What follows belongs to an exercise in optimizing a design on an open flow for small area and a short achievable clock period; a production flow would make more cautious choices.
Only simulation tests tie the RTL to the original design; equivalence was not proved.
No activity file was given, so power comes from the tool's default toggle rates.

## flow/design.v (module list and top-level ports; edited modules follow where they fit)
// module AHB_Mul: 80 lines
// module AHB_Mul_booth: 760 lines
module AHB_Mul(
    input HCLK,
    input HRESETn,
    input [31:0]M_AHB_0_haddr,
    input [2:0]M_AHB_0_hburst,
    input M_AHB_0_hmastlock,
    input [3:0]M_AHB_0_hprot,
    output reg [31:0]M_AHB_0_hrdata,
    output M_AHB_0_hready,
    output M_AHB_0_hresp,
    input [2:0]M_AHB_0_hsize,
    input [1:0]M_AHB_0_htrans,
    input [31:0]M_AHB_0_hwdata,
    input M_AHB_0_hwrite,
    output[3:0] led
    );
  // ...
==> flow/flow/run.sh <==
#!/bin/bash
# Own layout flow: the standard synthesis and layout, with two changes:
#  - after synthesis, fixfa.py removes the inverters that Yosys's full-adder
#    extraction leaves between adder cells (each adder may be swapped for its
#    complemented form, fa(~a,~b,~c) = ~fa(a,b,c));
#  - the port buffers are buf_4 cells instead of the slow delay buffers that
#    buffer_ports picks by default.
# Each tool's full output goes to a log file of its own in this folder.
set -euo pipefail
R=orfs/results/sky130hd/AHB_Mul/base
bash standard.sh synth > synth.log 2>&1
cp $R/1_2_yosys.v yosys_orig.v
python3 flow/fixfa.py yosys_orig.v $R/1_2_yosys.v > fixfa.log 2>&1
rm -f $R/1_synth.odb $R/1_synth.sdc
bash standard.sh BUFFER_PORTS_ARGS="-buffer_cell sky130_fd_sc_hd__buf_4" finish > finish.log 2>&1
==> flow/flow/fixfa.py <==
#!/usr/bin/env python3
"""Remove the inverters that Yosys's extract_fa leaves around full adders.

A full adder with all three inputs inverted gives both outputs inverted:
fa(~a, ~b, ~c) = (~sum, ~cout).  So each fa cell may be swapped for its
complemented form (inputs and outputs inverted) without changing what it
computes.  This script picks, for every fa cell, the form that needs the
fewest inverters on the nets around the adders, rewires the netlist, and
drops the inverters left without loads.

usage: fixfa.py IN.v OUT.v
"""
import re
import sys
from collections import defaultdict

INV = re.compile(r"sky130_fd_sc_hd__(inv|clkinv)_\d+$")
FA = re.compile(r"sky130_fd_sc_hd__fa_\d+$")
OUTPINS = {"X", "Y", "Q", "Q_N", "SUM", "COUT", "HI", "LO"}

src = open(sys.argv[1]).read()
mod_start = src.index("module ")
body_end = src.rindex("endmodule")

cell_re = re.compile(r"\n(\s*)(sky130_fd_sc_hd__\w+)\s+(\S+)\s*\((.*?)\);", re.S)
pin_re = re.compile(r"\.(\w+)\(\s*((?:\\\S+\s)|[^()\s]+)\s*\)")

cells = []
for m in cell_re.finditer(src):
    pins = [(p, n.strip()) for p, n in pin_re.findall(m.group(4))]
    cells.append({"span": m.span(), "type": m.group(2), "name": m.group(3),
                  "pins": dict(pins), "order": [p for p, _ in pins], "indent": m.group(1)})

driver = {}
loads = defaultdict(list)
for i, c in enumerate(cells):
    for p, n in c["pins"].items():
        if p in OUTPINS:
            driver[n] = (i, p)
        else:
            loads[n].append((i, p))

others = "\n".join(l for l in src[mod_start:body_end].split("\n")
                   if l.strip().startswith(("assign", "input", "output", "inout")))
others += src[mod_start:src.index(");", mod_start)]
other_tokens = set(re.findall(r"\\\S+|[A-Za-z_][A-Za-z0-9_$]*(?:\[\d+\])?", others))
for t in list(other_tokens):
    other_tokens.add(re.sub(r"\[\d+\]$", "", t))


def is_inv(i):
    return INV.match(cells[i]["type"]) is not None


def resolve(n):
    p = 0
    while n in driver and is_inv(driver[n][0]):
        n = cells[driver[n][0]]["pins"]["A"]
        p ^= 1
    return n, p


fas = [i for i, c in enumerate(cells) if FA.match(c["type"])]
fa_out = {}  # net -> fa index
for i in fas:
    for p in ("SUM", "COUT"):
        if p in cells[i]["pins"]:
            fa_out[cells[i]["pins"][p]] = i

# load pins to rewire: every fa input, and every non-inverter load of a net
# that resolves to an fa output
uses = []  # (cell, pin, base, parity)
for i in fas:
    for p in ("A", "B", "CIN"):
        b, par = resolve(cells[i]["pins"][p])
        uses.append((i, p, b, par))
for i, c in enumerate(cells):
    if is_inv(i) or FA.match(c["type"]):
        continue
    for p, n in c["pins"].items():
        if p in OUTPINS:
            continue
        b, par = resolve(n)
        if b in fa_out:
            uses.append((i, p, b, par))
# nets that resolve to an fa output and are used outside instances: keep as is
for n in list(driver):
    if n in other_tokens:
        b, par = resolve(n)
        if b in fa_out:
            sys.exit(f"fixfa: net {n} used outside cells resolves to an adder output; not handled")

x = {i: 0 for i in fas}
SWAP = {"sky130_fd_sc_hd__xor2_1": "sky130_fd_sc_hd__xnor2_1",
        "sky130_fd_sc_hd__xnor2_1": "sky130_fd_sc_hd__xor2_1"}
all_loads = defaultdict(int)
for i, c in enumerate(cells):
    for p, n in c["pins"].items():
        if p not in OUTPINS:
            all_loads[n] += 1
# a swappable driver whose every load is rewired here may be complemented
use_count = defaultdict(int)
for (i, p, b, par) in uses:
    use_count[b] += 1
swappable = set()
for b, k in use_count.items():
    if b in driver and cells[driver[b][0]]["type"] in SWAP and b not in other_tokens:
        # all loads of b, and of inverters of b, must be among the uses
        ok = True
        stack = [b]
        while stack:
            n = stack.pop()
            for (i, p) in loads[n]:
                if is_inv(i):
                    stack.append(cells[i]["pins"]["Y"])
                    if cells[i]["pins"]["Y"] in other_tokens:
                        ok = False
        if ok:
            swappable.add(b)


def needs():
    pol = defaultdict(set)
    for (i, p, b, par) in uses:
        q = par ^ (x[i] if FA.match(cells[i]["type"]) and p in ("A", "B", "CIN") else 0)
        q ^= x[fa_out[b]] if b in fa_out else 0
        pol[b].add(q)
    return pol


def cost():
    n = 0
    for b, qs in needs().items():
        if 1 in qs and not (b in swappable and qs == {1}):
            n += 1
    return n


best = cost()
print(f"fixfa: {len(fas)} adders, {best} inverted nets before", file=sys.stderr)
improved = True
rounds = 0
while improved and rounds < 50:
    improved = False
    rounds += 1
    for i in fas:
        x[i] ^= 1
        c = cost()
        if c < best:
            best = c
            improved = True
        else:
            x[i] ^= 1
# then simulated annealing from the greedy result (fixed seed: reproducible)
import math
import random
rng = random.Random(1)
cur = best
bestx = dict(x)
steps = 6000
for s_ in range(steps):
    temp = 2.0 * (1 - s_ / steps) + 0.05
    i = rng.choice(fas)
    x[i] ^= 1
    c = cost()
    if c <= cur or rng.random() < math.exp((cur - c) / temp):
        cur = c
        if c < best:
            best = c
            bestx = dict(x)
    else:
        x[i] ^= 1
x = bestx
print(f"fixfa: {sum(x.values())} adders complemented, {best} inverted nets after", file=sys.stderr)

# physical nets: a complemented adder drives new nets holding the complement
phys = {}
newnets = []
for i in fas:
    if x[i]:
        for p in ("SUM", "COUT"):
            if p in cells[i]["pins"]:
                n = cells[i]["pins"][p]
                r = "fixfa_n" + str(len(newnets))
                newnets.append(r)
                phys[n] = r
                cells[i]["pins"][p] = r
inv_of = {}
newcells = []


def literal(b, q):
    """net carrying value(b) xor q"""
    pb = phys.get(b, b)
    if b in fa_out and x[fa_out[b]]:
        q ^= 1
    if not q:
        return pb
    if pb not in inv_of:
        o = "fixfa_i" + str(len(newnets))
        newnets.append(o)
        inv_of[pb] = o
        newcells.append(f"  sky130_fd_sc_hd__inv_1 fixfa_inv{len(newcells)} (\n    .A({pb}),\n    .Y({o})\n  );")
    return inv_of[pb]


swapped = set()
for b, qs in needs().items():
    if b in swappable and qs == {1}:
        d = driver[b][0]
        cells[d]["type"] = SWAP[cells[d]["type"]]
        o, n = ("X", "Y") if "X" in cells[d]["pins"] else ("Y", "X")
        cells[d]["pins"][n] = cells[d]["pins"].pop(o)
        cells[d]["order"] = [n if q == o else q for q in cells[d]["order"]]
        swapped.add(b)
print(f"fixfa: swapped {len(swapped)} xor/xnor drivers", file=sys.stderr)
for (i, p, b, par) in uses:
    q = par ^ (x[i] if FA.match(cells[i]["type"]) and p in ("A", "B", "CIN") else 0)
    cells[i]["pins"][p] = literal(b, q ^ (1 if b in swapped else 0))

# drop inverters without loads, repeatedly; a complemented adder's old output
# net that still has loads is driven from an inverter of the new net
dead = set()
restore = {}
while True:
    cnt = defaultdict(int)
    for i, c in enumerate(cells):
        if i in dead:
            continue
        for p, n in c["pins"].items():
            if p not in OUTPINS:
                cnt[n] += 1
    for t in newcells:
        cnt[re.search(r"\.A\(([^()]*)\)", t).group(1).strip()] += 1
    more = [i for i, c in enumerate(cells) if i not in dead and is_inv(i)
            and cnt[c["pins"]["Y"]] == 0 and c["pins"]["Y"] not in other_tokens]
    if not more:
        break
    dead.update(more)
for n, r in phys.items():
    if cnt.get(n, 0) or n in other_tokens:
        newcells.append(f"  sky130_fd_sc_hd__inv_1 fixfa_inv{len(newcells)} (\n    .A({r}),\n    .Y({n})\n  );")
print(f"fixfa: removed {len(dead)} inverters, added {len(newcells)}", file=sys.stderr)


def fmt(n):
    return n + " " if n.startswith("\\") else n


out = []
pos = 0
for i, c in enumerate(cells):
    s, e = c["span"]
    out.append(src[pos:s])
    if i not in dead:
        pins = ",\n".join(f"    .{p}({fmt(c['pins'][p])})" for p in c["order"])
        out.append(f"\n{c['indent']}{c['type']} {c['name']} (\n{pins}\n  );")
    pos = e
rest = src[pos:]
k = rest.rindex("endmodule")
decl = "".join(f"  wire {n};\n" for n in newnets)
out.append(rest[:k] + "\n".join(newcells) + "\n" + rest[k:])
text = "".join(out)
h = text.index(");", text.index("module ")) + 2
text = text[:h] + "\n" + decl + text[h:]
open(sys.argv[2], "w").write(text)
==> flow/standard.sh <==
#!/bin/bash
# synth_recipe.tcl (not shown) runs the flow's synth.tcl, then flattens the netlist and writes it again
# the make line also repeats each setting of config.mk as NAME=value (left out here)
make -C /OpenROAD-flow-scripts/flow DESIGN_CONFIG=/design/flow/config.mk WORK_HOME=/design/flow/orfs CLKGATE_MAP_FILE= SYNTH_SCRIPT=/design/flow/synth_recipe.tcl "${@:-finish}"
==> flow/config.mk <==
export PLATFORM = sky130hd
export DESIGN_NAME = AHB_Mul
export DESIGN_NICKNAME = AHB_Mul
export VERILOG_FILES = /design/flow/design.v
export SDC_FILE = /design/flow/constraint.sdc
export NUM_CORES = 4
export LEC_CHECK = 0
export ABC_AREA = 1
export CAP_MARGIN = 20
export CORE_MARGIN = 2
export CORE_UTILIZATION = 40
export CTS_CLUSTER_DIAMETER = 100
export CTS_CLUSTER_SIZE = 30
export PLACE_DENSITY = 0.6
export SETUP_SLACK_MARGIN = 4.7
export SLEW_MARGIN = 20
==> flow/constraint.sdc <==
create_clock -name core_clock -period 10.0 [get_ports {HCLK}]
set_input_delay 2.0000 -clock core_clock [delete_from_list [all_inputs] [get_ports {HCLK}]]
set_output_delay 2.0000 -clock core_clock [all_outputs]
set_load 0.01 [all_outputs]
==> out/results.txt, run 1 <==
Status -> finished clean
Clock slew at reported path FFs -> 0.08 ns
Power Density -> 122 nW/um^2
Signal buf overhead -> 0.0665
Num sequential -> 335
Worst path slowest cell -> fa_1
Worst r2r dst -> p_c[23]
WL met1 -> 34500 um
Switch share -> 0.328
First-pass GRT wire length -> 131000 um
Tmin final -> 5.38 ns
Placer congestion estimate -> 0.951
IO buf count -> 75
Crit path DAT -> 5.79 ns
Total gr overflow -> 0
Pwr top -> sequential cells
Met1 Use GR -> 0.366
Multi-input gate area -> 14600 sq um
Power in the clock group -> 928 uW
N_diodes -> 0
Crit Reg-Reg Startpoint -> addr_q[3]
Buf/Inv on CP -> 1
CTS sink cnt -> 335
Skew final -> 0.0712 ns
Top delay family on crit path -> adder cells
Clock power frac -> 0.268
Crit-path cells -> buf_4, nor2_1, nor2_1, nand2_8, o22ai_2, xnor2_1, fa_1, fa_1, fa_2, fa_1, fa_1
Peak supply drop -> 0.000121 V
IO Pins -> 118
Fin nets -> 2947
Hold Crit Depth -> 2
==> run 2, diff against run 1 <==
--- a/flow/config.mk
+++ b/flow/config.mk
@@ -13,4 +13,4 @@
 export CTS_CLUSTER_SIZE = 30
 export PLACE_DENSITY = 0.6
-export SETUP_SLACK_MARGIN = 4.7
+export SETUP_SLACK_MARGIN = 4.5
 export SLEW_MARGIN = 20
==> out/results.txt, run 2 <==
Total gr overflow -> 0 (unchanged)
Peak supply drop -> 0.000139 V (was 0.000121 V)
Tmin final -> 5.54 ns (was 5.38 ns)
Worst Setup Start Kind -> flop (was primary input)
IO buf count -> 75 (unchanged)
IO Pins -> 118 (unchanged)
Die X -> 251 um (unchanged)
Fin nets -> 2893 (was 2947)
Crit path DAT -> 3.54 ns (was 5.79 ns)
Worst-Skew Late Latency -> 0.58 ns (was 0.60 ns)
MaxCap Viol Count -> 0 (unchanged)
Inserted Clock Buffers -> 20 (unchanged)
Initial antenna violation count -> 1 (unchanged)
RSZ-0062 raised after global routing -> true (unchanged)
Crit Reg-Reg Startpoint -> addr_q[1] (was addr_q[3])
Die Ht -> 251 um (unchanged)
Vias in the first global route -> 20200 (was 20500)
Cts hold-fix bufs -> 0 (unchanged)
Worst hold-check path type -> flop to flop (unchanged)
Routed len/inst -> 26.8 um (was 26.5 um)
Cell area after synthesis -> 24300 sq um (unchanged)
Total design power -> 3380 uW (was 3470 uW)
R2R Setup Slk -> 4.62 ns (was 4.77 ns)
CTS sink cnt -> 335 (unchanged)
Data required, critical path -> 8.00 ns (was 10.41 ns)
Die area -> 62800 sq um (unchanged)
Post-route ant nets -> 0 (unchanged)
Skew final -> 0.0472 ns (was 0.0712 ns)
H-tree depth -> 1 (unchanged)
Largest net degree at the start of global routing -> 43 (was 44)
Pleak -> 0.0124 uW (was 0.0127 uW)
CTS tree -> done (unchanged)
Fmax -> 0.181 GHz (was 0.186 GHz)
Crit path capture type -> output port (was flop)
N_diodes -> 0 (unchanged)
Layout Cell Area excl Fill -> 27400 sq um (was 28400 sq um)
Total placed cells including tap cells -> 3256 (was 3249)
Final Cycle Share -> 0.554 (was 0.538)
Area growth, synth to finish -> 12.5% (was 16.9%)
Total iterations of the first detailed-routing run -> 6 (was 7)
Avg Inst Size Synth -> 9.77 sq um (unchanged)
# rows -> 90 (unchanged)
Setup CP Type -> flop to output port (was primary input to flop)
Layout cells sized above 1 -> 0.124 (was 0.172)
Vias per Instance -> 6.06 (was 6.02)
Synth Warn # -> 1 (unchanged)
Layout Cells excl Fill -> 3328 (was 3383)
Placer congestion estimate -> 0.929 (was 0.951)
Via count -> 20200 (was 20400)
Max Slew Vio Count -> 0 (unchanged)
Core Util, Final -> 0.454 (was 0.472)
Most common cell after layout, fill and taps aside -> nand2_1 (unchanged)
Starting DRC count in detailed routing -> 2381 (was 2250)
Worst r2r dst -> p_c[23] (unchanged)
Slew @ Worst Pin -> 1.12 ns (was 0.908 ns)
GRT Util Overall -> 0.282 (about the same)
Post-Route WL -> 89300 um (was 89600 um)
Max_slew headroom -> 0.251 (was 0.394)
Drc violations -> 0 (unchanged)
Status -> finished clean (unchanged)
Synthesized Nets -> 2851 (unchanged)
Core area -> 60200 sq um (unchanged)
Fill cells -> 5668 (was 5570)
Clock root buffer -> clkbuf_16 (unchanged)
First-pass GRT wire length -> 131000 um (about the same)
Area after DPL -> 25800 sq um (was 25900 sq um)
Commonest non-fill, non-tap cells in the layout -> 430 x nand2_1, 258 x o22ai_1, 256 x edfxtp_1, 219 x inv_1, 192 x fa_1 (was 419 x nand2_1, 256 x edfxtp_1, 237 x o22ai_1, 219 x inv_1, 198 x buf_4)
CP max FO -> 15 (was 28)
R2r worst-path depth -> 15 (was 14)
Hold Startpoint -> p_one (unchanged)
Hold Crit Depth -> 2 (unchanged)
Min-Delay Endpoint -> p_one (unchanged)
DP Wirelength -> 60000 um (was 59100 um)
Initial core utilization -> 0.404 (unchanged)
CTS Buffer Depth -> 3 (unchanged)
Power Density -> 124 nW/um^2 (was 122 nW/um^2)
# setup viols final -> 0 (unchanged)
Final Hold Violating Endpoints -> 0 (unchanged)
CP Launch Point -> p_s[8] (was M_AHB_0_hwdata[3])
Gate Count Post-Synth -> 2491 (unchanged)
Clock slew at reported path FFs -> 0.07 ns (was 0.08 ns)
TNS Setup -> 0 ns (unchanged)
## run 2: cell type report
cell class	instances	area, sq um	share of cell area
repair inverters	1	5.00	0.000183
clock inverters	8	123	0.00448
flip-flops and latches	335	9270	0.339
inverters	247	1010	0.0370
well taps	782	978	0.0357
repair buffers	169	1430	0.0521
clock buffers	27	527	0.0192
multi-input cells	1759	14000	0.513
## run 2: routing by layer
metal,wire [um],part of all wire,global-route usage,up-vias
li1,-,-,-,8660
met4,4290,0.048,0.119,2
met2,40100,0.45,0.443,1316
met3,9870,0.11,0.0653,274
met5,14,0.00016,0,-
met1,35000,0.39,0.375,9914
## run 2: how the worst max path moves through the flow
| stage | to | slack (ns) | cells past startpoint |
|---|---|---|---|
| 2_1_floorplan | p_c[23] | 4.47 | 14 |
| 3_3_place_gp | p_s[31] | 2.81 | 23 |
| 3_5_place_dp | p_c[23] | 2.77 | 14 |
| 4_1_cts | p_c[23] | 4.42 | 14 |
| 5_1_grt | M_AHB_0_hrdata[17] | 4.37 | 12 |
| 6_report | M_AHB_0_hrdata[17] | 4.46 | 12 |
## run 2: what timing repair did
item                       in CTS  in global routing
setup endpoints to repair      84                 55
gates cloned                    1                  1
resized for setup              86                 53
pin swaps                       3                  8
buffers inserted               14                 21
## run 2: metrics by stage
step / worst slack [ns] / hold slack (ns)
4_1_cts: 4.42 / 0.518
6_report: 4.46 / 0.513
3_5_place_dp: 2.77 / 0.489
2_1_floorplan: 4.47 / 0.447
3_3_place_gp: 2.81 / 0.465
5_1_grt: 4.37 / 0.565
## run 2: critical path, cell delays in order, from the launching register on
cell and delay (ns):
dfxtp_1 0.31, ha_1 0.28, ha_1 0.36, nand2_1 0.13
inv_1 0.05, a21oi_1 0.19, nand2_1 0.18, nand2_1 0.14
nand2_1 0.10, nand2_1 0.11, nand3_2 0.46, o22ai_2 0.48
buf_4 0.19
## run 2: power breakdown
group          total [uW]  internal (uW)  switching [uW]
clock network         913            415             498
registers            1670           1620            41.9
logic                 803            267             537
==> run 3, diff against run 2 <==
--- a/flow/config.mk
+++ b/flow/config.mk
@@ -9,8 +9,8 @@
 export CAP_MARGIN = 20
 export CORE_MARGIN = 2
-export CORE_UTILIZATION = 40
+export CORE_UTILIZATION = 50
 export CTS_CLUSTER_DIAMETER = 100
 export CTS_CLUSTER_SIZE = 30
-export PLACE_DENSITY = 0.6
+export PLACE_DENSITY = 0.7
 export SETUP_SLACK_MARGIN = 4.5
 export SLEW_MARGIN = 20
==> out/results.txt, run 3 <==
Crit path capture type -> flop (was output port)
Layout Cells excl Fill -> 3167 (was 3328)
Clock slew at reported path FFs -> 0.12 ns (was 0.07 ns)
Area growth, synth to finish -> 11.8% (was 12.5%)
Largest net degree at the start of global routing -> 43 (unchanged)
# setup viols final -> 0 (unchanged)
Clock root buffer -> clkbuf_16 (unchanged)
Post-Route WL -> 88300 um (was 89300 um)
Via count -> 20700 (was 20200)
Total placed cells including tap cells -> 3081 (was 3256)
Final Cycle Share -> 0.552 (was 0.554)
H-tree depth -> 1 (unchanged)
Fmax -> 0.181 GHz (about the same)
Skew final -> 0.0313 ns (was 0.0472 ns)
Layout cells sized above 1 -> 0.131 (was 0.124)
Inserted Clock Buffers -> 19 (was 20)
Multi-input gate area -> 14200 sq um (was 14000 sq um)
First-pass GRT wire length -> 128000 um (was 131000 um)
Most common cell after layout, fill and taps aside -> nand2_1 (unchanged)
Worst Setup Start Kind -> primary input (was flop)
Total gr overflow -> 0 (unchanged)
Pre-CTS setup slack -> 2.67 ns (was 2.77 ns)
IO buf count -> 75 (unchanged)
Fin nets -> 2899 (was 2893)
Cell mode on critical path -> fa_1 (was nand2_1)
Setup CP Type -> primary input to flop (was flop to output port)
CTS Buffer Depth -> 3 (unchanged)
Slew @ Worst Pin -> 0.959 ns (was 1.12 ns)
Core area -> 47800 sq um (was 60200 sq um)
Slowest stage delay, CP -> 0.52 ns (was 0.48 ns)
CP max FO -> 13 (was 15)
FF/Latch Area -> 9270 sq um (about the same)
Commonest non-fill, non-tap cells in the layout -> 422 x nand2_1, 256 x edfxtp_1, 251 x o22ai_1, 221 x inv_1, 192 x fa_1 (was 430 x nand2_1, 258 x o22ai_1, 256 x edfxtp_1, 219 x inv_1, 192 x fa_1)
Initial antenna violation count -> 4 (was 1)
Worst path slowest cell -> fa_1 (was o22ai_2)
Total iterations of the first detailed-routing run -> 8 (was 6)
Status -> finished clean (unchanged)
Fill cells -> 4090 (was 5668)
RSZ-0062 raised after global routing -> false (was true)
Starting DRC count in detailed routing -> 2974 (was 2381)
Power Density -> 123 nW/um^2 (was 124 nW/um^2)
Vias per Instance -> 6.55 (was 6.06)
Cell area after synthesis -> 24300 sq um (unchanged)
Area after DPL -> 25600 sq um (was 25800 sq um)
CTS sink cnt -> 335 (unchanged)
Data required, critical path -> 10.42 ns (was 8.00 ns)
Top delay family on crit path -> adder cells (was simple AND/OR/NAND/NOR gates)
MaxCap Viol Count -> 0 (unchanged)
IO Pins -> 118 (unchanged)
Vias in the first global route -> 20600 (was 20200)
Max Slew Vio Count -> 0 (unchanged)
Final Hold Violating Endpoints -> 0 (unchanged)
TNS Setup -> 0 ns (unchanged)
Die X -> 225 um (was 251 um)
# rows -> 80 (was 90)
Gate Count Post-Synth -> 2491 (unchanged)
Worst-Skew Late Latency -> 0.57 ns (was 0.58 ns)
Max_slew headroom -> 0.360 (was 0.251)
Synth Warn # -> 1 (unchanged)
CTS tree -> done (unchanged)
Die Ht -> 225 um (was 251 um)
Pleak -> 0.0123 uW (was 0.0124 uW)
GRT Util Overall -> 0.346 (was 0.282)
Peak supply drop -> 0.000141 V (was 0.000139 V)
Initial core utilization -> 0.509 (was 0.404)
Worst hold-check path type -> flop to flop (unchanged)
Crit-path cells -> buf_4, inv_1, nor2_4, clkinv_4, buf_4, o21ai_4, inv_4, buf_6, o22ai_1, xnor2_1, fa_1, fa_1, fa_2, fa_1, fa_1 (was ha_1, ha_1, nand2_1, inv_1, a21oi_1, nand2_1, nand2_1, nand2_1, nand2_1, nand3_2, o22ai_2, buf_4)
Post-route setup slack -> 4.48 ns (was 4.46 ns)
Drc violations -> 0 (unchanged)
Routed len/inst -> 27.9 um (was 26.8 um)
DP Wirelength -> 58600 um (was 60000 um)
Avg Inst Size Synth -> 9.77 sq um (unchanged)
Placer congestion estimate -> 0.987 (was 0.929)
Tmin final -> 5.52 ns (was 5.54 ns)
Die area -> 50500 sq um (was 62800 sq um)
Buf/Inv on CP -> 6 (was 2)
Layout Cell Area excl Fill -> 27200 sq um (was 27400 sq um)
Post-route ant nets -> 0 (unchanged)
Crit path DAT -> 5.94 ns (was 3.54 ns)
Synthesized Nets -> 2851 (unchanged)
[run 3: what timing repair did]
item                       in CTS  in global routing
hold buffers                    0                  0
pin swaps                       4                 11
resized for setup              72                 91
cloned                          1                  3
buffers inserted               18                 30
setup endpoints to repair      88                 60
[run 3: worst paths after layout]
check,startpoint,endpoint,slack (ns),cells past startpoint
max reg2reg,p_s[7],p_c[23],4.68,20
min,p_one,p_one,0.52,2
max,M_AHB_0_hwdata[9],p_c[23],4.48,15
min reg2reg,p_one,p_one,0.52,2
[run 3: where the power goes]
| part | internal (uW) | switching (uW) | total [uW] | leakage (uW) |
|---|---|---|---|---|
| combinational | 272 | 568 | 840 | 0.00885 |
| clock | 372 | 476 | 848 | 0.000271 |
| sequential | 1620 | 41.4 | 1670 | 0.00321 |
| total | 2270 | 1090 | 3350 | 0.0123 |
[run 3: area by class of cell]
cell class | count | share of cell area
Multi-Input combinational cell | 1761 | 0.521
Sequential cell | 335 | 0.341
Timing Repair Buffer | 173 | 0.0511
Inverter | 247 | 0.0376
Tap cell | 615 | 0.0283
Clock buffer | 28 | 0.0191
Clock inverter | 5 | 0.00184
Timing Repair inverter | 2 | 0.000552
Antenna cell | 1 | 0.0000920
[run 3: layer usage]
metal,share of wire,global-route usage
met1,0.37,0.453
met2,0.43,0.520
met3,0.14,0.115
met4,0.057,0.166
met5,0.00040,0
[run 3: tightest hold or removal path: stages, from the launching register on]
cell and delay, ns:
dfxtp_1 0.32, inv_1 0.07, o21ai_0 0.08
[run 3: stage by stage]
stage	hold slack, ns	util	power [uW]
3_5_place_dp	0.471	0.534	2460
3_3_place_gp	0.463	0.534	2440
2_1_floorplan	0.447	-	2160
6_report	0.516	0.569	3350
4_1_cts	0.491	0.555	3300
5_1_grt	0.555	0.569	3470
==> run 4, diff against run 3 <==
--- a/flow/flow/run.sh
+++ b/flow/flow/run.sh
@@ -4,5 +4,5 @@
 #    extraction leaves between adder cells (each adder may be swapped for its
 #    complemented form, fa(~a,~b,~c) = ~fa(a,b,c));
-#  - the port buffers are buf_4 cells instead of the slow delay buffers that
+#  - the port buffers are buf_2 cells instead of the slow delay buffers that
 #    buffer_ports picks by default.
 # Each tool's full output goes to a log file of its own in this folder.
@@ -13,3 +13,3 @@
 python3 flow/fixfa.py yosys_orig.v $R/1_2_yosys.v > fixfa.log 2>&1
 rm -f $R/1_synth.odb $R/1_synth.sdc
-bash standard.sh BUFFER_PORTS_ARGS="-buffer_cell sky130_fd_sc_hd__buf_4" finish > finish.log 2>&1
+bash standard.sh BUFFER_PORTS_ARGS="-buffer_cell sky130_fd_sc_hd__buf_2" finish > finish.log 2>&1
==> out/results.txt, run 4 <==
Final Cycle Share -> 0.551 (was 0.552)
Cell area after synthesis -> 24300 sq um (unchanged)
Crit path DAT -> 3.51 ns (was 5.94 ns)
Max Slew Vio Count -> 0 (unchanged)
MaxCap Viol Count -> 0 (unchanged)
Peak supply drop -> 0.000284 V (was 0.000141 V)
Fmax -> 0.181 GHz (about the same)
Post-route ant nets -> 0 (unchanged)
Max_slew headroom -> 0.396 (was 0.360)
Routed len/inst -> 28.0 um (was 27.9 um)
Total gr overflow -> 0 (unchanged)
Slew @ Worst Pin -> 0.905 ns (was 0.959 ns)
Drc violations -> 0 (unchanged)
Gate Count Post-Synth -> 2491 (unchanged)
Skew final -> 0.0445 ns (was 0.0313 ns)
Clock slew at reported path FFs -> 0.08 ns (was 0.12 ns)
Final Hold Violating Endpoints -> 0 (unchanged)
Avg Inst Size Synth -> 9.77 sq um (unchanged)
Placer congestion estimate -> 0.973 (was 0.987)
Worst Setup Start Kind -> flop (was primary input)
Initial core utilization -> 0.509 (unchanged)
Pleak -> 0.0122 uW (was 0.0123 uW)
Synth Warn # -> 1 (unchanged)
Post-Route WL -> 88400 um (was 88300 um)
Core area -> 47800 sq um (unchanged)
# rows -> 80 (unchanged)
CTS tree -> done (unchanged)
Layout cells sized above 1 -> 0.127 (was 0.131)
Die area -> 50500 sq um (unchanged)
Cts hold-fix bufs -> 0 (unchanged)
DP Wirelength -> 58000 um (was 58600 um)
IO Pins -> 118 (unchanged)
Starting DRC count in detailed routing -> 2941 (was 2974)
CP max FO -> 14 (was 13)
GRT Util Overall -> 0.347 (was 0.346)
Crit path capture type -> output port (was flop)
Data required, critical path -> 8.00 ns (was 10.42 ns)
Inserted Clock Buffers -> 18 (was 19)
Power Density -> 124 nW/um^2 (was 123 nW/um^2)
Tmin final -> 5.51 ns (was 5.52 ns)
IO buf count -> 75 (unchanged)
First-pass GRT wire length -> 128000 um (about the same)
Synthesized Nets -> 2851 (unchanged)
Via count -> 20800 (was 20700)
Worst-Skew Late Latency -> 0.57 ns (about the same)
Commonest non-fill, non-tap cells in the layout -> 423 x nand2_1, 256 x edfxtp_1, 255 x o22ai_1, 223 x inv_1, 193 x fa_1 (was 422 x nand2_1, 256 x edfxtp_1, 251 x o22ai_1, 221 x inv_1, 192 x fa_1)
TNS Setup -> 0 ns (unchanged)
Total design power -> 3330 uW (was 3350 uW)
Worst hold-check path type -> flop to flop (unchanged)
Most common cell after layout, fill and taps aside -> nand2_1 (unchanged)
Vias in the first global route -> 20400 (was 20600)
Area growth, synth to finish -> 10.6% (was 11.8%)
Total iterations of the first detailed-routing run -> 8 (unchanged)
Status -> finished clean (unchanged)
Clock root buffer -> clkbuf_16 (unchanged)
Vias per Instance -> 6.59 (was 6.55)
RSZ-0062 raised after global routing -> true (was false)
Largest net degree at the start of global routing -> 42 (was 43)
CTS sink cnt -> 335 (unchanged)
Setup CP Type -> flop to output port (was primary input to flop)
Fin nets -> 2890 (was 2899)
Initial antenna violation count -> 5 (was 4)
CTS Buffer Depth -> 3 (unchanged)
Die Ht -> 225 um (unchanged)
Die X -> 225 um (unchanged)
# setup viols final -> 0 (unchanged)
H-tree depth -> 1 (unchanged)
==> run 4: worst paths after layout <==
check        cells past startpoint  slack [ns]     from            endpoint
max                             11        4.49   p_s[9]  M_AHB_0_hrdata[10]
min                              2        0.52    p_one               p_one
max reg2reg                     15        4.54  p_s[13]             p_c[29]
min reg2reg                      2        0.52    p_one               p_one
==> run 4: area by class of cell <==
class	count	area [sq um]
Antenna cell	3	7.51
Clock buffer	25	477
Clock inverter	7	82.6
Fill cell	4108	20900
Inverter	247	1040
Multi-Input combinational cell	1762	14200
Sequential cell	335	9270
Tap cell	615	769
Timing Repair Buffer	164	1100
Timing Repair inverter	2	15.0
==> run 4: routing by layer <==
| metal | global-route usage | part of all wire | vias to the layer above |
|---|---|---|---|
| met5 | 0.00880 | 0.00091 | - |
| met4 | 0.162 | 0.056 | 6 |
| met3 | 0.123 | 0.16 | 363 |
| met2 | 0.503 | 0.42 | 1736 |
| met1 | 0.465 | 0.37 | 10000 |
| li1 | - | - | 8679 |
==> run 4: report_power, final <==
| part | switching (uW) | internal (uW) |
|---|---|---|
| Combinational | 566 | 257 |
| Clock | 467 | 372 |
| Sequential | 42.6 | 1620 |
==> run 4: per-stage QoR <==
stage               std cells  setup WS (ns)  instance area, sq um  utilization  hold WS, ns
finish                   3160           4.49                 26900        0.563        0.521
global route             3158           4.44                 26900        0.563        0.557
detailed placement       3081           2.71                 25400        0.531        0.479
global placement         3081           2.77                 25400        0.531        0.467
CTS                      3134           4.35                 26300        0.551        0.493
floorplan                2491           4.47                 24400            -        0.447
==> run 4: worst max-delay path, cell delays in order, from the launching register on <==
cell,delay (ns)
dfxtp_1,0.31
ha_1,0.29
ha_1,0.38
nand2_1,0.19
inv_1,0.08
a21oi_1,0.28
nand3_2,0.19
nand2_1,0.11
nand3_2,0.29
buf_4,0.36
o22ai_1,0.27
buf_2,0.19
==> run 4: what timing repair did <==
item	CTS	global route
cloned	1	4
gates resized for setup	73	91
setup endpoints to repair	80	62
setup buffers	20	19
pin swaps	4	5
==> run 5, diff against run 4 <==
--- a/flow/config.mk
+++ b/flow/config.mk
@@ -9,8 +9,8 @@
 export CAP_MARGIN = 20
 export CORE_MARGIN = 2
-export CORE_UTILIZATION = 50
+export CORE_UTILIZATION = 40
 export CTS_CLUSTER_DIAMETER = 100
 export CTS_CLUSTER_SIZE = 30
-export PLACE_DENSITY = 0.7
+export PLACE_DENSITY = 0.6
 export SETUP_SLACK_MARGIN = 4.5
 export SLEW_MARGIN = 20
==> out/results.txt, run 5 <==
Status -> finished clean (unchanged)
Power Density -> 126 nW/um^2 (was 124 nW/um^2)
Final Cycle Share -> 0.549 (was 0.551)
Drc violations -> 0 (unchanged)
Via count -> 20200 (was 20800)
Synth Warn # -> 1 (unchanged)
Worst path slowest cell -> dfxtp_2 (was ha_1)
# rows -> 90 (was 80)
Pre-CTS setup slack -> 2.67 ns (was 2.71 ns)
Cell area after synthesis -> 24300 sq um (unchanged)
Gate Count Post-Synth -> 2491 (unchanged)
Fmax -> 0.182 GHz (was 0.181 GHz)
Internal power -> 2320 uW (was 2250 uW)
Initial antenna violation count -> 4 (was 5)
Skew final -> 0.0394 ns (was 0.0445 ns)
Fin nets -> 2894 (was 2890)
N_diodes -> 0 (was 3)
Vias in the first global route -> 20100 (was 20400)
Worst Setup Start Kind -> flop (unchanged)
Avg Inst Size Synth -> 9.77 sq um (unchanged)
Post-route setup slack -> 4.51 ns (was 4.49 ns)
Layout Cells excl Fill -> 3331 (was 3160)
IO buf count -> 75 (unchanged)
Most common cell after layout, fill and taps aside -> nand2_1 (unchanged)
Fill cells -> 5667 (was 4108)
Core area -> 60200 sq um (was 47800 sq um)
Worst hold-check path type -> flop to flop (unchanged)
Total iterations of the first detailed-routing run -> 6 (was 8)
Cts hold-fix bufs -> 0 (unchanged)
First-pass GRT wire length -> 128000 um (about the same)
Initial core utilization -> 0.404 (was 0.509)
Placer congestion estimate -> 0.959 (was 0.973)
MaxCap Viol Count -> 0 (unchanged)
Area growth, synth to finish -> 11.9% (was 10.6%)
Setup CP Type -> flop to output port (unchanged)
Die X -> 251 um (was 225 um)
Commonest non-fill, non-tap cells in the layout -> 425 x nand2_1, 260 x o22ai_1, 256 x edfxtp_1, 220 x inv_1, 192 x fa_1 (was 423 x nand2_1, 256 x edfxtp_1, 255 x o22ai_1, 223 x inv_1, 193 x fa_1)
CTS tree -> done (unchanged)
Slowest stage delay, CP -> 0.50 ns (was 0.38 ns)
Peak supply drop -> 0.000148 V (was 0.000284 V)
Largest net degree at the start of global routing -> 43 (was 42)
Switching power -> 1110 uW (was 1080 uW)
Clock root buffer -> clkbuf_16 (unchanged)
CP max FO -> 38 (was 14)
CTS sink cnt -> 335 (unchanged)
Slew @ Worst Pin -> 0.917 ns (was 0.905 ns)
CTS Buffer Depth -> 3 (unchanged)
Met3 wire length -> 9890 um (was 13900 um)
Crit path DAT -> 3.49 ns (was 3.51 ns)
Layout cells sized above 1 -> 0.127 (about the same)
Crit-path cells -> inv_2, nand4_1, nand2_2, clkinv_1, clkbuf_8, nand2_1, nor2_2, inv_6, o22ai_1, buf_2 (was ha_1, ha_1, nand2_1, inv_1, a21oi_1, nand3_2, nand2_1, nand3_2, buf_4, o22ai_1, buf_2)
RSZ-0062 raised after global routing -> true (unchanged)
Clock slew at reported path FFs -> 0.11 ns (was 0.08 ns)
Gate power share -> 0.232 (was 0.247)
Data required, critical path -> 8.00 ns (about the same)
Total placed cells including tap cells -> 3257 (was 3081)
Crit path capture type -> output port (unchanged)
DR top layer -> met5 (unchanged)
H-tree depth -> 1 (unchanged)
Worst-Skew Late Latency -> 0.59 ns (was 0.57 ns)
Post-route ant nets -> 0 (unchanged)
IO Pins -> 118 (unchanged)
Pleak -> 0.0123 uW (was 0.0122 uW)
Max_slew headroom -> 0.387 (was 0.396)
Tmin final -> 5.49 ns (was 5.51 ns)
WL met1 -> 34700 um (was 32500 um)
Flop pwr share -> 0.485 (was 0.501)
# setup viols final -> 0 (unchanged)
R2R Setup Slk -> 4.64 ns (was 4.54 ns)
Post-Route WL -> 87800 um (was 88400 um)
Die area -> 62800 sq um (was 50500 sq um)
Met2 Wirelength -> 39000 um (was 36900 um)
Vias per Instance -> 6.06 (was 6.59)
DP Wirelength -> 59200 um (was 58000 um)
Synthesized Nets -> 2851 (unchanged)
Total gr overflow -> 0 (unchanged)
Switch share -> 0.322 (was 0.323)
Final Hold Violating Endpoints -> 0 (unchanged)
Die Ht -> 251 um (was 225 um)
TNS Setup -> 0 ns (unchanged)
Clock power frac -> 0.282 (was 0.252)
Starting DRC count in detailed routing -> 2371 (was 2941)
Routed len/inst -> 26.4 um (was 28.0 um)
GRT Util Overall -> 0.275 (was 0.347)
Inserted Clock Buffers -> 21 (was 18)
Max Slew Vio Count -> 0 (unchanged)
-- run 5: layout make-up --
| cell class | count | area [sq um] | area share |
|---|---|---|---|
| Sequential cell | 335 | 9270 | 0.341 |
| Multi-Input combinational cell | 1759 | 14100 | 0.517 |
| Timing Repair inverter | 2 | 10.0 | 0.000368 |
| Inverter | 247 | 1010 | 0.0373 |
| Timing Repair Buffer | 168 | 1190 | 0.0436 |
| Tap cell | 782 | 978 | 0.0359 |
| Clock inverter | 9 | 135 | 0.00496 |
| Clock buffer | 29 | 566 | 0.0208 |
-- run 5: what timing repair did --
item / in CTS / in global routing
pin swaps: 5 / 6
buffers inserted: 15 / 18
endpoints found under the setup margin: 78 / 45
gates cloned: 1 / 2
resized for setup: 72 / 74
-- run 5: per-stage QoR --
step / utilization / hold slack, ns / instance area [sq um] / power, uW
2_1_floorplan: - / 0.447 / 24400 / 2160
3_3_place_gp: 0.426 / 0.474 / 25700 / 2430
4_1_cts: 0.444 / 0.521 / 26700 / 3400
5_1_grt: 0.452 / 0.557 / 27200 / 3570
6_report: 0.452 / 0.511 / 27200 / 3430
3_5_place_dp: 0.426 / 0.485 / 25700 / 2440
-- run 5: power groups by stage --
stage / Clock [uW] / Sequential, uW / Combinational [uW]
after CTS: 981 / 1660 / 760
after detailed placement: 0 / 1700 / 743
after global routing: 1030 / 1680 / 868
after floorplan: 0 / 1690 / 477
after global placement: 0 / 1690 / 735
final: 968 / 1660 / 796
-- run 5: per-layer routing --
metal	vias to the layer above	global-route usage
li1	8681	-
met5	-	0
met1	9900	0.366
met3	320	0.0617
met2	1279	0.436
met4	8	0.110
-- run 5: final timing paths --
kind | from | endpoint | depth (start not counted)
max | addr_q[2] | M_AHB_0_hrdata[7] | 10
min | p_one | p_one | 2
max reg2reg | addr_q[2] | p_c[23] | 17
min reg2reg | p_one | p_one | 2
-- run 5: worst max-delay path: cells and delay by family (launching register included) --
kind | cells | cell delay [ns]
simple gates | 4 | 0.83
flops | 1 | 0.50
buf+inv | 5 | 1.16
compound gates | 1 | 0.35
==> module AHB_Mul, before the edit <==
module AHB_Mul(
    input HCLK,
    input HRESETn,
    input [31:0]M_AHB_0_haddr,
    input [2:0]M_AHB_0_hburst,
    input M_AHB_0_hmastlock,
    input [3:0]M_AHB_0_hprot,
    output reg [31:0]M_AHB_0_hrdata,
    output M_AHB_0_hready,
    output M_AHB_0_hresp,
    input [2:0]M_AHB_0_hsize,
    input [1:0]M_AHB_0_htrans,
    input [31:0]M_AHB_0_hwdata,
    input M_AHB_0_hwrite,
    output[3:0] led
    );
    assign M_AHB_0_hready = 1'b1;
    assign M_AHB_0_hresp = 1'b0;
    reg [31:0] mem_A, mem_B, mem_C, mem_D, mem_E, mem_F, mem_G, mem_H;
    reg [31:0] p_s, p_c;      
    reg [2:0] p_t;        
    reg [6:0] p_3;        
    reg        w_act;         
    reg [3:0]  addr_q;        
    assign led[3:0] = mem_A[3:0];
    always @(posedge HCLK) begin
        w_act  <= HRESETn & M_AHB_0_htrans[1] & M_AHB_0_hwrite;
        addr_q <= M_AHB_0_haddr[5:2];
    end
    wire [31:0] wd = M_AHB_0_hwdata;
    wire mul_we = w_act & ~addr_q[3];
    wire p_we   = w_act & (addr_q == 4'h8);
    wire [31:0] wdr = wd & {32{HRESETn}};
    wire [7:0] ld;
    genvar i;
    generate for (i = 0; i < 8; i = i + 1) begin : g_ld
        assign ld[i] = ~HRESETn | (w_act & (addr_q == i));
    end endgenerate
    always @(posedge HCLK) begin
        if (ld[0]) mem_A <= wdr;
        if (ld[1]) mem_B <= wdr;
        if (ld[2]) mem_C <= wdr;
        if (ld[3]) mem_D <= wdr;
        if (ld[4]) mem_E <= wdr;
        if (ld[5]) mem_F <= wdr;
        if (ld[6]) mem_G <= wdr;
        if (ld[7]) mem_H <= wdr;
    end
    reg p_one;
    wire p_en = w_act & (~addr_q[3] | p_we);
    always @(posedge HCLK)
        p_one <= ~HRESETn | (p_one & ~p_en);
    wire [31:0] p = (p_one | p_we) ? 32'h1 : p_s + p_c + {^p_t, p_3, 24'h0};
    wire [31:0] dm = p_en ? wd : 32'h1;
    wire [31:0] ms, mc;
    wire [2:0] mt;
    wire [6:0] m3;
    AHB_Mul_booth u_mul (.p(dm), .d(p), .ms(ms), .mc(mc), .mt(mt), .m3(m3));
    always @(posedge HCLK) begin
        p_s <= ms;
        p_c <= mc;
        p_t <= mt;
        p_3 <= m3;
    end
    reg [31:0] rd_ah;
    always @(*) begin
        case (addr_q[2:0])
            3'h0 : rd_ah = mem_A;
            3'h1 : rd_ah = mem_B;
            3'h2 : rd_ah = mem_C;
            3'h3 : rd_ah = mem_D;
            3'h4 : rd_ah = mem_E;
            3'h5 : rd_ah = mem_F;
            3'h6 : rd_ah = mem_G;
            default : rd_ah = mem_H;
        endcase
    end
    always @(*)
        M_AHB_0_hrdata = addr_q[3] ? (addr_q[2:0] == 3'h0 ? p : 32'h0) : rd_ah;
endmodule
==> run 6, diff against run 5 <==
--- a/flow/design.v
+++ b/flow/design.v
@@ -30,5 +30,4 @@
     end
     wire [31:0] wd = M_AHB_0_hwdata;
-    wire mul_we = w_act & ~addr_q[3];
     wire p_we   = w_act & (addr_q == 4'h8);
     wire [31:0] wdr = wd & {32{HRESETn}};
@@ -52,5 +51,10 @@
     always @(posedge HCLK)
         p_one <= ~HRESETn | (p_one & ~p_en);
-    wire [31:0] p = (p_one | p_we) ? 32'h1 : p_s + p_c + {^p_t, p_3, 24'h0};
+    wire [31:24] t3 = {^p_t, p_3};
+    wire [31:24] x3 = p_s[31:24] ^ p_c[31:24] ^ t3;
+    wire [31:24] y3 = (p_s[31:24] & p_c[31:24]) | (p_s[31:24] & t3) | (p_c[31:24] & t3);
+    wire [31:0] pa = {x3, p_s[24-1:0]};
+    wire [31:0] pb = {y3[30:24], 1'b0, p_c[24-1:0]};
+    wire [31:0] p = (p_one | p_we) ? 32'h1 : pa + pb;
     wire [31:0] dm = p_en ? wd : 32'h1;
     wire [31:0] ms, mc;
==> out/results.txt, run 6 <==
GRT Util Overall -> 0.267 (was 0.275)
Avg Inst Size Synth -> 9.76 sq um (was 9.77 sq um)
Initial antenna violation count -> 6 (was 4)
Max Slew Vio Count -> 0 (unchanged)
Synth Warn # -> 1 (unchanged)
Peak supply drop -> 0.000140 V (was 0.000148 V)
Flop pwr share -> 0.491 (was 0.485)
Pleak -> 0.0119 uW (was 0.0123 uW)
Final Cycle Share -> 0.558 (was 0.549)
Data required, critical path -> 8.00 ns (about the same)
CTS Buffer Depth -> 3 (unchanged)
Slew @ Worst Pin -> 0.996 ns (was 0.917 ns)
Layout cells sized above 1 -> 0.119 (was 0.127)
# rows -> 89 (was 90)
Core area -> 59100 sq um (was 60200 sq um)
Clock slew at reported path FFs -> 0.11 ns (about the same)
Internal power -> 2310 uW (was 2320 uW)
Switch share -> 0.319 (was 0.322)
Post-Route WL -> 84600 um (was 87800 um)
Vias per Instance -> 5.91 (was 6.06)
Starting DRC count in detailed routing -> 2200 (was 2371)
Final Hold Violating Endpoints -> 0 (unchanged)
Skew final -> 0.0355 ns (was 0.0394 ns)
Tmin final -> 5.58 ns (was 5.49 ns)
Setup CP Type -> flop to output port (unchanged)
Slowest stage delay, CP -> 0.47 ns (was 0.50 ns)
Crit Reg-Reg Startpoint -> addr_q[1] (was addr_q[2])
Clock root buffer -> clkbuf_16 (unchanged)
Post-route ant nets -> 0 (unchanged)
Crit-path cells -> fa_1, ha_1, a21oi_1, o21bai_1, a21oi_1, o21ai_0, nor2_1, nand2_1, nand2_1, nand3_1, o22ai_2, buf_2 (was inv_2, nand4_1, nand2_2, clkinv_1, clkbuf_8, nand2_1, nor2_2, inv_6, o22ai_1, buf_2)
# setup viols final -> 0 (unchanged)
Gate Count Post-Synth -> 2457 (was 2491)
Drc violations -> 0 (unchanged)
Worst hold-check path type -> flop to flop (unchanged)
IO Pins -> 118 (unchanged)
Inserted Clock Buffers -> 19 (was 21)
Die Ht -> 249 um (was 251 um)
Gate power share -> 0.221 (was 0.232)
Commonest non-fill, non-tap cells in the layout -> 454 x nand2_1, 256 x o22ai_1, 256 x edfxtp_1, 207 x inv_1, 195 x fa_1 (was 425 x nand2_1, 260 x o22ai_1, 256 x edfxtp_1, 220 x inv_1, 192 x fa_1)
CTS sink cnt -> 335 (unchanged)
Most common cell after layout, fill and taps aside -> nand2_1 (unchanged)
Hold Startpoint -> p_one (unchanged)
Synthesized Nets -> 2794 (was 2851)
RSZ-0062 raised after global routing -> true (unchanged)
First-pass GRT wire length -> 124000 um (was 128000 um)
Total iterations of the first detailed-routing run -> 6 (unchanged)
Area growth, synth to finish -> 11.1% (was 11.9%)
MaxCap Viol Count -> 0 (unchanged)
Routed len/inst -> 25.9 um (was 26.4 um)
Initial core utilization -> 0.406 (was 0.404)
DP Wirelength -> 59200 um (about the same)
Die X -> 249 um (was 251 um)
Cell area after synthesis -> 24000 sq um (was 24300 sq um)
Fmax -> 0.179 GHz (was 0.182 GHz)
Status -> finished clean (unchanged)
CP max FO -> 6 (was 38)
Placer congestion estimate -> 0.967 (was 0.959)
Max_slew headroom -> 0.336 (was 0.387)
IO buf count -> 75 (unchanged)
Power Density -> 127 nW/um^2 (was 126 nW/um^2)
Cts hold-fix bufs -> 0 (unchanged)
Die area -> 61900 sq um (was 62800 sq um)
Total gr overflow -> 0 (unchanged)
Crit path DAT -> 3.58 ns (was 3.49 ns)
CTS tree -> done (unchanged)
Largest net degree at the start of global routing -> 43 (unchanged)
Worst-Skew Late Latency -> 0.58 ns (was 0.59 ns)
Vias in the first global route -> 19300 (was 20100)
Crit path capture type -> output port (unchanged)
Worst Setup Start Kind -> flop (unchanged)
TNS Setup -> 0 ns (unchanged)
Core Util, Final -> 0.451 (was 0.452)
Clock power frac -> 0.287 (was 0.282)
CP Launch Point -> p_s[27] (was addr_q[2])
H-tree depth -> 1 (unchanged)
Worst path slowest cell -> fa_1 (was dfxtp_2)
Via count -> 19300 (was 20200)
Switching power -> 1080 uW (was 1110 uW)
Fin nets -> 2816 (was 2894)
-- run 6: changes by cell type in the layout (fill, tap and decap cells not counted), sizes merged, moves of 7 or more --
| cell | change |
|---|---|
| a22o | -10 |
| a22oi | +12 |
| and2 | +8 |
| buf | -18 |
| clkbuf | -7 |
| ha | -23 |
| inv | -7 |
| nand2 | +22 |
| nand3 | -9 |
| nand4 | -11 |
-- run 6: metal layers --
layer / share of wire / vias up / wire length [um] / GRT usage
met5: 0.00024 / - / 20 / 0
met4: 0.039 / 4 / 3270 / 0.104
met3: 0.10 / 184 / 8490 / 0.0552
met2: 0.47 / 1116 / 40000 / 0.438
met1: 0.39 / 9520 / 32800 / 0.347
li1: - / 8470 / - / -
-- run 6: metrics by stage --
stage	instance area [sq um]	setup WS, ns	total power [uW]	cells	hold WS, ns
finish	26600	4.42	3390	3267	0.550
global route	26600	4.34	3520	3266	0.616
CTS	26300	4.42	3370	3254	0.554
detailed placement	25200	2.98	2400	3209	0.534
global placement	25200	2.90	2390	3209	0.520
floorplan	24000	4.45	2140	2457	0.501
-- run 6: final timing paths --
| path | end | slack (ns) | depth (start not counted) |
|---|---|---|---|
| hold reg to reg | p_one | 0.55 | 2 |
| setup reg to reg | p_c[31] | 4.65 | 16 |
| setup / recovery | M_AHB_0_hrdata[30] | 4.42 | 12 |
| hold / removal | p_one | 0.55 | 2 |
-- run 6: critical path, delay by kind of cell, from the launching register on --
kind            cells  cell delay (ns)
buf+inv             1             0.19
fa+ha+maj           2             0.87
simple gates        4             0.61
flops               1             0.33
compound gates      5             0.99
-- run 6: repair_timing --
item / 4_1_cts / 5_1_grt
setup buffers: 11 / 10
pin swaps: 6 / 2
gates resized for setup: 79 / 56
cloned: 0 / 1
setup endpoints to repair: 91 / 42
-- run 6: layout make-up --
cell class | count | area (sq um)
diodes | 2 | 5.00
flip-flops and latches | 335 | 9270
well taps | 773 | 967
multi-input cells | 1741 | 13700
fillers | 5568 | 32500
repair buffers | 148 | 1030
clock inverters | 10 | 223
inverters | 234 | 972
clock buffers | 24 | 504
-- run 6: power groups by stage --
stage	combinational (uW)	sequential [uW]	clock, uW
final	749	1660	973
after global routing	814	1670	1040
after CTS	719	1660	989
after detailed placement	703	1700	0
after global placement	697	1690	0
after floorplan	454	1690	0
==> run 7, diff against run 6 <==
--- a/flow/flow/run.sh
+++ b/flow/flow/run.sh
@@ -4,5 +4,5 @@
 #    extraction leaves between adder cells (each adder may be swapped for its
 #    complemented form, fa(~a,~b,~c) = ~fa(a,b,c));
-#  - the port buffers are buf_2 cells instead of the slow delay buffers that
+#  - the port buffers are buf_1 cells instead of the slow delay buffers that
 #    buffer_ports picks by default.
 # Each tool's full output goes to a log file of its own in this folder.
@@ -13,3 +13,3 @@
 python3 flow/fixfa.py yosys_orig.v $R/1_2_yosys.v > fixfa.log 2>&1
 rm -f $R/1_synth.odb $R/1_synth.sdc
-bash standard.sh BUFFER_PORTS_ARGS="-buffer_cell sky130_fd_sc_hd__buf_2" finish > finish.log 2>&1
+bash standard.sh BUFFER_PORTS_ARGS="-buffer_cell sky130_fd_sc_hd__buf_1" finish > finish.log 2>&1
--- a/flow/config.mk
+++ b/flow/config.mk
@@ -13,4 +13,4 @@
 export CTS_CLUSTER_SIZE = 30
 export PLACE_DENSITY = 0.6
-export SETUP_SLACK_MARGIN = 4.5
+export SETUP_SLACK_MARGIN = 4.6
 export SLEW_MARGIN = 20
==> out/results.txt, run 7 <==
Routed len/inst -> 26.1 um (was 25.9 um)
R2r worst-path depth -> 16 (unchanged)
CTS tree -> done (unchanged)
Core area -> 59100 sq um (unchanged)
GRT Max-Usage Layer -> met2 (unchanged)
Gate power share -> 0.238 (was 0.221)
Worst r2r dst -> p_c[31] (unchanged)
Placer congestion estimate -> 0.947 (was 0.967)
GRT Util Overall -> 0.274 (was 0.267)
Pleak -> 0.0120 uW (was 0.0119 uW)
IO buf count -> 75 (unchanged)
# setup viols final -> 0 (unchanged)
Cts hold-fix bufs -> 0 (unchanged)
Drc violations -> 0 (unchanged)
Worst hold-check path type -> flop to flop (unchanged)
Tmin final -> 5.38 ns (was 5.58 ns)
Worst-Skew Late Latency -> 0.58 ns (about the same)
Crit path capture type -> output port (unchanged)
Crit-path cells -> fa_1, ha_2, nand2_1, nor4_2, nand3_1, nand3_1, nand3_2, o22ai_2, buf_1 (was fa_1, ha_1, a21oi_1, o21bai_1, a21oi_1, o21ai_0, nor2_1, nand2_1, nand2_1, nand3_1, o22ai_2, buf_2)
Commonest non-fill, non-tap cells in the layout -> 448 x nand2_1, 256 x edfxtp_1, 246 x o22ai_1, 202 x inv_1, 185 x fa_1 (was 454 x nand2_1, 256 x o22ai_1, 256 x edfxtp_1, 207 x inv_1, 195 x fa_1)
R2R Setup Slk -> 4.71 ns (was 4.65 ns)
IO Pins -> 118 (unchanged)
Avg Inst Size Synth -> 9.76 sq um (unchanged)
Clock slew at reported path FFs -> 0.11 ns (about the same)
First-pass GRT wire length -> 127000 um (was 124000 um)
CP Launch Point -> p_s[26] (was p_s[27])
Cell mode on critical path -> nand3_1
Power Density -> 122 nW/um^2 (was 127 nW/um^2)
Crit path DAT -> 3.38 ns (was 3.58 ns)
Fill cells -> 5533 (was 5568)
Clock power frac -> 0.267 (was 0.287)
Initial core utilization -> 0.406 (unchanged)
Flop pwr share -> 0.495 (was 0.491)
Via count -> 20000 (was 19300)
Clock root buffer -> clkbuf_16 (unchanged)
Setup CP Type -> flop to output port (unchanged)
# rows -> 89 (unchanged)
GR met3 Demand/Resource -> 0.0438 (was 0.0552)
Worst path slowest cell -> fa_1 (unchanged)
Slew @ Worst Pin -> 0.890 ns (was 0.996 ns)
Core Util, Final -> 0.465 (was 0.451)
CTS sink cnt -> 335 (unchanged)
Total iterations of the first detailed-routing run -> 6 (unchanged)
Die X -> 249 um (unchanged)
Switching power -> 1080 uW (about the same)
Internal power -> 2280 uW (was 2310 uW)
Final Cycle Share -> 0.538 (was 0.558)
Status -> finished clean (unchanged)
Post-Route WL -> 87100 um (was 84600 um)
Fin nets -> 2883 (was 2816)
MaxCap Viol Count -> 0 (unchanged)
CP max FO -> 6 (unchanged)
Synthesized Nets -> 2794 (unchanged)
Die Ht -> 249 um (unchanged)
Crit Reg-Reg Startpoint -> addr_q[1] (unchanged)
Max_slew headroom -> 0.406 (was 0.336)
Vias per Instance -> 6.00 (was 5.91)
Data required, critical path -> 8.00 ns (about the same)
Peak supply drop -> 0.000141 V (was 0.000140 V)
TNS Setup -> 0 ns (unchanged)
Fmax -> 0.186 GHz (was 0.179 GHz)
Skew final -> 0.0432 ns (was 0.0355 ns)
Max Slew Vio Count -> 0 (unchanged)
Die area -> 61900 sq um (unchanged)
Area growth, synth to finish -> 14.7% (was 11.1%)
Cell area after synthesis -> 24000 sq um (unchanged)
H-tree depth -> 1 (unchanged)
Met2 Use GR -> 0.441 (was 0.438)
Worst Setup Start Kind -> flop (unchanged)
DP Wirelength -> 59000 um (was 59200 um)
Slowest stage delay, CP -> 0.49 ns (was 0.47 ns)
Initial antenna violation count -> 2 (was 6)
Inserted Clock Buffers -> 19 (unchanged)
Synth Warn # -> 1 (unchanged)
CTS Buffer Depth -> 3 (unchanged)
Most common cell after layout, fill and taps aside -> nand2_1 (unchanged)
Largest net degree at the start of global routing -> 43 (unchanged)
Setup crit end -> M_AHB_0_hrdata[28] (was M_AHB_0_hrdata[30])
Layout cells sized above 1 -> 0.136 (was 0.119)
Total gr overflow -> 0 (unchanged)
Gate Count Post-Synth -> 2457 (unchanged)
Met1 Use GR -> 0.360 (was 0.347)
RSZ-0062 raised after global routing -> true (unchanged)
Post-route ant nets -> 0 (unchanged)
Final Hold Violating Endpoints -> 0 (unchanged)
Switch share -> 0.321 (was 0.319)
Starting DRC count in detailed routing -> 2454 (was 2200)
Vias in the first global route -> 19600 (was 19300)
[run 7: routing by layer]
layer	routed length, um	vias to the layer above
met5	13	-
met4	4920	2
met3	8480	270
met2	40100	1198
met1	33600	9896
li1	-	8626
[run 7: final cells by class]
| class | instances | area [sq um] | area share |
|---|---|---|---|
| timing repair inverter | 6 | 50.0 | 0.00182 |
| timing repair buffer | 208 | 1510 | 0.0550 |
| multi-input combinational | 1742 | 14000 | 0.510 |
| inverter | 234 | 1050 | 0.0383 |
| sequential | 335 | 9270 | 0.337 |
| clock buffer | 26 | 512 | 0.0186 |
| antenna | 1 | 2.50 | 0.0000910 |
| tap | 773 | 967 | 0.0352 |
| clock inverter | 8 | 105 | 0.00382 |
[run 7: worst min path at each step]
stage / start / end / slack (ns) / depth (start not counted)
after floorplan: p_one / p_one / 0.50 / 2
after global placement: p_one / p_one / 0.52 / 2
after detailed placement: p_one / p_one / 0.53 / 2
after CTS: p_one / p_one / 0.55 / 2
after global routing: p_one / p_one / 0.58 / 2
final: p_one / p_one / 0.55 / 2
[run 7: critical path, delay by kind of cell (launching register included)]
| family | cells | cell delay [ns] |
|---|---|---|
| buffers and inverters | 1 | 0.19 |
| DFF | 1 | 0.32 |
| and+or+nand+nor | 5 | 1.14 |
| AOI/OAI and AO/OA | 1 | 0.28 |
| adders and majority gates | 2 | 0.90 |
[run 7: repair_timing]
| action | CTS | global route |
|---|---|---|
| gates resized for setup | 139 | 103 |
| gates cloned | 5 | 3 |
| pin swaps | 7 | 36 |
| setup endpoints to repair | 86 | 50 |
| setup buffers | 34 | 48 |
[run 7: stage by stage]
stage	power (uW)	hold WS (ns)	instances	setup WS, ns	cell area, sq um
final	3360	0.545	3333	4.62	27500
after global routing	3500	0.584	3333	4.48	27500
after CTS	3320	0.548	3281	4.56	26600
after detailed placement	2400	0.530	3208	2.75	25200
after global placement	2390	0.517	3208	2.80	25200
after floorplan	2140	0.501	2457	4.57	24100
[run 7: power groups by stage]
stage | combinational (uW) | sequential [uW] | clock [uW]
finish | 798 | 1660 | 896
global route | 863 | 1670 | 960
CTS | 742 | 1660 | 910
detailed placement | 705 | 1690 | 0
global placement | 699 | 1690 | 0
floorplan | 456 | 1690 | 0
==> run 8, diff against run 7 <==
--- a/flow/config.mk
+++ b/flow/config.mk
@@ -12,5 +12,6 @@
 export CTS_CLUSTER_DIAMETER = 100
 export CTS_CLUSTER_SIZE = 30
+export GPL_ROUTABILITY_DRIVEN = 0
 export PLACE_DENSITY = 0.6
-export SETUP_SLACK_MARGIN = 4.6
+export SETUP_SLACK_MARGIN = 4.5
 export SLEW_MARGIN = 20
==> out/results.txt, run 8 <==
CP Launch Point -> p_s[27] (was p_s[26])
Synthesized Nets -> 2794 (unchanged)
Pleak -> 0.0118 uW (was 0.0120 uW)
Via count -> 20000 (about the same)
Crit path DAT -> 3.55 ns (was 3.38 ns)
Slowest stage delay, CP -> 0.48 ns (was 0.49 ns)
CTS Buffer Depth -> 3 (unchanged)
Vias per Instance -> 6.03 (was 6.00)
Initial antenna violation count -> 2 (unchanged)
Layout cells sized above 1 -> 0.105 (was 0.136)
Worst hold-check path type -> flop to flop (unchanged)
H-tree depth -> 1 (unchanged)
Commonest non-fill, non-tap cells in the layout -> 455 x nand2_1, 256 x edfxtp_1, 252 x o22ai_1, 205 x inv_1, 195 x fa_1 (was 448 x nand2_1, 256 x edfxtp_1, 246 x o22ai_1, 202 x inv_1, 185 x fa_1)
Worst-Skew Late Latency -> 0.58 ns (about the same)
GRT Util Overall -> 0.267 (was 0.274)
Max_slew headroom -> 0.207 (was 0.406)
Final hold slack -> 0.538 ns (was 0.545 ns)
Die area -> 61900 sq um (unchanged)
Most common cell after layout, fill and taps aside -> nand2_1 (unchanged)
Synth Warn # -> 1 (unchanged)
CP max FO -> 6 (unchanged)
Hold Startpoint -> p_one (unchanged)
First-pass GRT wire length -> 125000 um (was 127000 um)
Data required, critical path -> 8.00 ns (about the same)
IO Pins -> 118 (unchanged)
Area growth, synth to finish -> 11.4% (was 14.7%)
GRT Max-Usage Layer -> met2 (unchanged)
Met2 Use GR -> 0.424 (was 0.441)
Cell area after synthesis -> 24000 sq um (unchanged)
Inserted Clock Buffers -> 18 (was 19)
Die Ht -> 249 um (unchanged)
Clock slew at reported path FFs -> 0.11 ns (about the same)
Final Cycle Share -> 0.555 (was 0.538)
Fill cells -> 5482 (was 5533)
Top delay family on crit path -> simple AND/OR/NAND/NOR gates (unchanged)
Vias in the first global route -> 19800 (was 19600)
Status -> finished clean (unchanged)
Total design power -> 3230 uW (was 3360 uW)
Cts hold-fix bufs -> 0 (unchanged)
FF/Latch Area -> 9270 sq um (unchanged)
Power Density -> 121 nW/um^2 (was 122 nW/um^2)
Setup CP Type -> flop to output port (unchanged)
Initial core utilization -> 0.406 (unchanged)
Cell mode on critical path -> nand3_1 (unchanged)
Final Hold Violating Endpoints -> 0 (unchanged)
Slew @ Worst Pin -> 1.19 ns (was 0.890 ns)
Starting DRC count in detailed routing -> 2500 (was 2454)
Multi-input gate area -> 13600 sq um (was 14000 sq um)
RSZ-0062 raised after global routing -> true (unchanged)
Post-Route WL -> 84200 um (was 87100 um)
Avg Inst Size Synth -> 9.76 sq um (unchanged)
Crit Reg-Reg Startpoint -> p_s[27] (was addr_q[1])
Met1 Use GR -> 0.357 (was 0.360)
Drc violations -> 0 (unchanged)
Core area -> 59100 sq um (unchanged)
Post-route ant nets -> 0 (unchanged)
Tmin final -> 5.55 ns (was 5.38 ns)
# setup viols final -> 0 (unchanged)
CTS sink cnt -> 335 (unchanged)
Crit path capture type -> output port (unchanged)
Total gr overflow -> 0 (unchanged)
Worst path slowest cell -> fa_1 (unchanged)
Gate Count Post-Synth -> 2457 (unchanged)
Peak supply drop -> 0.000158 V (was 0.000141 V)
Fmax -> 0.180 GHz (was 0.186 GHz)
Die X -> 249 um (unchanged)
TNS Setup -> 0 ns (unchanged)
Total iterations of the first detailed-routing run -> 6 (unchanged)
R2R Setup Slk -> 4.59 ns (was 4.71 ns)
MaxCap Viol Count -> 0 (unchanged)
Buf/Inv on CP -> 1 (unchanged)
Clock root buffer -> clkbuf_16 (unchanged)
Worst Setup Start Kind -> flop (unchanged)
Skew final -> 0.0523 ns (was 0.0432 ns)
N_diodes -> 0 (was 1)
CTS tree -> done (unchanged)
Post-route setup slack -> 4.45 ns (was 4.62 ns)
Routed len/inst -> 25.5 um (was 26.1 um)
Pre-CTS setup slack -> 2.64 ns (was 2.75 ns)
Fin nets -> 2858 (was 2883)
Largest net degree at the start of global routing -> 43 (unchanged)
IO buf count -> 75 (unchanged)
GR met3 Demand/Resource -> 0.0504 (was 0.0438)
Crit-path cells -> fa_1, ha_1, nand2_1, nor4_1, nand3_1, nand3_1, nand3_1, o22ai_1, buf_1 (was fa_1, ha_2, nand2_1, nor4_2, nand3_1, nand3_1, nand3_2, o22ai_2, buf_1)
# rows -> 89 (unchanged)
Max Slew Vio Count -> 0 (unchanged)
DP Wirelength -> 56400 um (was 59000 um)
-- run 8: worst paths after layout --
check             cells past startpoint                 end
setup / recovery                      9  M_AHB_0_hrdata[28]
hold reg to reg                       2               p_one
hold / removal                        2               p_one
setup reg to reg                     14             p_s[30]
-- run 8: repair_timing --
item | 4_1_cts | 5_1_grt
gates resized for setup | 79 | 73
buffers inserted | 29 | 34
setup endpoints to repair | 88 | 52
pin swaps | 10 | 19
gates cloned | 1 | 1
-- run 8: worst reg2reg max path, delay by kind of cell (launching register included) --
kind                       cells  cell delay, ns
and+or+nand+nor                5            1.23
adders and majority gates      7            3.25
AOI/OAI and AO/OA              1            0.29
xor gates and xnor gates       1            0.18
DFF                            1            0.33
-- run 8: per-stage QoR --
step | cells | instance area, sq um | util
finish | 3306 | 26700 | 0.452
global route | 3306 | 26700 | 0.452
CTS | 3271 | 26200 | 0.442
detailed placement | 3209 | 25100 | 0.425
global placement | 3209 | 25100 | 0.425
floorplan | 2457 | 24000 | -
-- run 8: power by group --
| part | switching [uW] | internal [uW] | total, uW |
|---|---|---|---|
| Combinational | 495 | 234 | 729 |
| Clock | 472 | 370 | 842 |
| Sequential | 40.2 | 1620 | 1660 |
-- run 8: layout make-up --
| class | count | area share |
|---|---|---|
| Clock buffer | 24 | 0.0177 |
| Tap cell | 773 | 0.0362 |
| Timing Repair Buffer | 191 | 0.0486 |
| Multi-Input combinational cell | 1740 | 0.511 |
| Clock inverter | 8 | 0.00314 |
| Timing Repair inverter | 1 | 0.000281 |
| Sequential cell | 335 | 0.347 |
| Inverter | 234 | 0.0362 |
-- run 8: routing by layer --
metal  wire length (um)  vias up
met5                 13        -
li1                   -     8570
met3               9580      269
met1              32600     9766
met2              37800     1343
met4               4280        2

[static timing again, ports no longer ideal]
No port has a modelled driver above. Below, the same layouts with a new extraction and two added sets of constraints. Step 1, drivers: a clkbuf_16 drives HCLK and a buf_2 each remaining input, both assumed. Step 2 moves the port delays by t, midway between the first and last clock arrival at a register: inputs arrive t later, outputs are due t later. That takes back most of the time a late clock gives input paths. Slacks: ideal / step 1 / step 2; pairs: ideal / step 1.
run	shift t [ns]	setup slack, ns	hold WS [ns]	worst setup path at the end	clock arrival spread, ns
run 1	0.630	4.621 / 4.659 / 4.029	0.549 / 0.549 / 0.549	input to register	0.071 / 0.072
run 2	0.623	4.462 / 4.401 / 3.884	0.513 / 0.513 / 0.513	input to register	0.050 / 0.051
run 3	0.613	4.484 / 4.454 / 3.859	0.516 / 0.516 / 0.516	input to register	0.031 / 0.031
run 4	0.611	4.488 / 4.429 / 3.930	0.521 / 0.521 / 0.521	input to register	0.045 / 0.045
run 5	0.637	4.513 / 4.452 / 3.957	0.511 / 0.511 / 0.511	input to register	0.039 / 0.040
run 6	0.627	4.418 / 4.355 / 3.835	0.550 / 0.550 / 0.550	input to register	0.036 / 0.037
run 7	0.615	4.615 / 4.555 / 4.058	0.545 / 0.545 / 0.545	input to register	0.044 / 0.043
run 8	0.612	4.452 / 4.394 / 3.840	0.538 / 0.538 / 0.538	input to register	0.058 / 0.058
After both steps setup and hold are still met in every run listed. For run 3, which loses most, drivers alone change the setup slack by -0.030 ns; drivers and shift together by -0.625 ns.
